What follows belongs to an exercise in optimizing a design on an open flow for small area; a production flow would make more cautious choices.
Function was checked by simulation only, so behaviour that the tests miss may differ from the original.
No driver is modelled on the clock port, so clocking that relies on it looks cheaper here than on a real chip.
Power and IR drop assume default switching activity.

// usb_tx
module usb_tx
(
	input logic clk,
	input logic n_rst,
	input logic [7:0] tx_packet_data,
	input logic [6:0] tx_packet_data_size,
	input logic [1:0] tx_packet,
	output logic tx_status,
	output logic get_tx_packet_data,
	output logic dplus_out,
	output logic dminus_out
);
For scale: ~240 cells after synthesis, roughly 57 flip-flops.
export LEC_CHECK = 0
export CAP_MARGIN = 20
export CORE_MARGIN = 2
export CORE_UTILIZATION = 70
export PLACE_DENSITY = 0.85
export SLEW_MARGIN = 20
create_clock -name core_clock -period 5.0 [get_ports {clk}]
standard.sh (not shown) runs the stock make flow with config.mk's settings and CLKGATE_MAP_FILE= SYNTH_SCRIPT=/design/flow/synth_recipe.tcl, a recipe that flattens the netlist after the stock synthesis.
==> flow/flow/run.sh <==
#!/bin/bash
# Own flow: the standard layout (standard.sh) with
#  - synthesis through flow/my_synth.tcl (area-oriented ABC mapping, no hard adder cells),
#  - the smallest buffer on every input and output port,
#  - a small clock tree (flow/cts_args.txt: small buffers, no dummy loads).
# Each tool's full output goes to the ORFS logs under orfs/logs; make's output to standard.log.
set -e
F=$(pwd)/flow
export MY_ABC_SCRIPT=$F/area.abc
export MY_CLK_BUF=sky130_fd_sc_hd__clkbuf_8
export MY_CLK_N=3
export MY_CLK_ROOT=sky130_fd_sc_hd__clkbuf_1
bash standard.sh \
  SYNTH_SCRIPT=$F/my_synth.tcl ADDER_MAP_FILE= \
  "BUFFER_PORTS_ARGS=-buffer_cell sky130_fd_sc_hd__buf_1" \
  "CTS_ARGS=$(cat $F/cts_args.txt)" PRE_CTS_TCL=$F/pre_cts.tcl \
  finish > standard.log 2>&1
mkdir -p logs
cp -r orfs/logs/* logs/ 2>/dev/null || true
==> flow/flow/pre_cts.tcl <==
# Clock distribution for this small design: the register clock pins are split
# into MY_CLK_N groups by position (k-means), and one clock buffer per group,
# placed at the group's centre, drives that group. The clock port drives only
# these buffers (through one root buffer if MY_CLK_ROOT is set), so CTS finds
# no register sinks on its net and adds nothing.
set block [ord::get_db_block]
set db [ord::get_db]
set clknet [$block findNet clk]
set master [$db findMaster $::env(MY_CLK_BUF)]
set k $::env(MY_CLK_N)
set sinks {}
foreach it [$clknet getITerms] {
  set bb [[$it getInst] getBBox]
  lappend sinks [list $it [expr { ([$bb xMin] + [$bb xMax]) / 2.0 }] [expr { ([$bb yMin] + [$bb yMax]) / 2.0 }]]
}
set sinks [lsort -real -index 1 $sinks]
set n [llength $sinks]
# initial centres: spread along x
set cx {}; set cy {}
for { set j 0 } { $j < $k } { incr j } {
  set s [lindex $sinks [expr { int(($j + 0.5) * $n / $k) }]]
  lappend cx [lindex $s 1]; lappend cy [lindex $s 2]
}
for { set iter 0 } { $iter < 20 } { incr iter } {
  set asg {}
  foreach s $sinks {
    set best 0; set bd 1e30
    for { set j 0 } { $j < $k } { incr j } {
      set d [expr { abs([lindex $s 1] - [lindex $cx $j]) + abs([lindex $s 2] - [lindex $cy $j]) }]
      if { $d < $bd } { set bd $d; set best $j }
    }
    lappend asg $best
  }
  for { set j 0 } { $j < $k } { incr j } {
    set sx 0; set sy 0; set m 0
    foreach s $sinks a $asg {
      if { $a == $j } { set sx [expr { $sx + [lindex $s 1] }]; set sy [expr { $sy + [lindex $s 2] }]; incr m }
    }
    if { $m > 0 } { lset cx $j [expr { $sx / $m }]; lset cy $j [expr { $sy / $m }] }
  }
}
for { set j 0 } { $j < $k } { incr j } {
  set inst [odb::dbInst_create $block $master clkbuf_root_$j]
  set net [odb::dbNet_create $block clk_root_$j]
  $net setSigType CLOCK
  set m 0
  foreach s $sinks a $asg {
    if { $a == $j } {
      set it [lindex $s 0]
      $it disconnect
      $it connect $net
      incr m
    }
  }
  [$inst findITerm A] connect $clknet
  [$inst findITerm X] connect $net
  $inst setLocation [expr { int([lindex $cx $j]) }] [expr { int([lindex $cy $j]) }]
  $inst setPlacementStatus PLACED
  puts "Inserted clock buffer clkbuf_root_$j ($::env(MY_CLK_BUF)) driving $m register clock pins"
}
if { [info exists ::env(MY_CLK_ROOT)] && $::env(MY_CLK_ROOT) ne "" } {
  # one root buffer between the clock port and the group buffers
  set rinst [odb::dbInst_create $block [$db findMaster $::env(MY_CLK_ROOT)] clkbuf_root]
  set rnet [odb::dbNet_create $block clk_root]
  $rnet setSigType CLOCK
  foreach it [$clknet getITerms] {
    $it disconnect
    $it connect $rnet
  }
  [$rinst findITerm A] connect $clknet
  [$rinst findITerm X] connect $rnet
  set sx 0; set sy 0
  for { set j 0 } { $j < $k } { incr j } { set sx [expr { $sx + [lindex $cx $j] }]; set sy [expr { $sy + [lindex $cy $j] }] }
  $rinst setLocation [expr { int($sx / $k) }] [expr { int($sy / $k) }]
  $rinst setPlacementStatus PLACED
  puts "Inserted root clock buffer clkbuf_root ($::env(MY_CLK_ROOT))"
}
detailed_placement
Other scripts of this flow, unchanged in this note and not shown: flow/flow/area.abc, flow/flow/cts_args.txt, flow/flow/my_synth.tcl
==> next run, changes <==
--- a/flow/flow/run.sh
+++ b/flow/flow/run.sh
@@ -11 +11 @@
-export MY_CLK_N=3
+export MY_CLK_N=4
Global-route usage rises by 0.65 points.
Utilization is higher by 0.42 points.
Combinational power is about the same.
Maximum frequency goes down by about 1.8%.
Die area stays the same.
Power is higher by about 3.7%.
Critical path depth stays the same.
Hold slack gets worse by 0.067 ns.
Clock skew rose by 0.0097 ns.
Cell count went up by 0.32%.
Clock power is higher by about 14%.
==> next run, changes <==
--- a/flow/flow/run.sh
+++ b/flow/flow/run.sh
@@ -12 +11,0 @@
-export MY_CLK_ROOT=sky130_fd_sc_hd__clkbuf_1
--- a/flow/flow/pre_cts.tcl
+++ b/flow/flow/pre_cts.tcl
@@ -4,2 +4 @@
-# these buffers (through one root buffer if MY_CLK_ROOT is set), so CTS finds
-# no register sinks on its net and adds nothing.
+# these buffers, so CTS finds no register sinks on its net and adds nothing.
@@ -61,17 +59,0 @@
-if { [info exists ::env(MY_CLK_ROOT)] && $::env(MY_CLK_ROOT) ne "" } {
-  # one root buffer between the clock port and the group buffers
-  set rinst [odb::dbInst_create $block [$db findMaster $::env(MY_CLK_ROOT)] clkbuf_root]
-  set rnet [odb::dbNet_create $block clk_root]
-  $rnet setSigType CLOCK
-  foreach it [$clknet getITerms] {
-    $it disconnect
-    $it connect $rnet
-  }
-  [$rinst findITerm A] connect $clknet
-  [$rinst findITerm X] connect $rnet
-  set sx 0; set sy 0
-  for { set j 0 } { $j < $k } { incr j } { set sx [expr { $sx + [lindex $cx $j] }]; set sy [expr { $sy + [lindex $cy $j] }] }
-  $rinst setLocation [expr { int($sx / $k) }] [expr { int($sy / $k) }]
-  $rinst setPlacementStatus PLACED
-  puts "Inserted root clock buffer clkbuf_root ($::env(MY_CLK_ROOT))"
-}
=>
- clock skew fell by 0.015 ns
- sequential power hardly moves
- register-to-register slack is better by 0.03 ns
- clock power rose by 14%
- final area rose by 0.73%
- utilization rose by 0.57 points
- power rose by 4.0%
- synthesized cell count is unchanged

## re-timing with driven ports
In the flow no input, the clock included, has a driving cell. The finished layouts below were timed again as built, in two steps. Step 1 sets driving cells, clkbuf_16 on the clock port and buf_2 on the other inputs (assumed; they add their load-dependent delay and slew). Step 2 also shifts input and output timing later by t, the mid clock arrival at the registers, as if the neighbouring blocks saw the same clock. Three values: no drivers, after step 1, after step 2; two values: the first two.
| run | shift t [ns] | setup slack, ns | pins driven straight from the clock port |
|---|---|---|---|
| the first run | 0.547 | 0.830 / 0.806 / 1.353 | 1 |
| the second run | 0.611 | 0.754 / 0.730 / 1.341 | 1 |
| the third run | 0.448 | 0.904 / 0.881 / 1.329 | 1 |
After both steps every run listed still meets setup and hold.
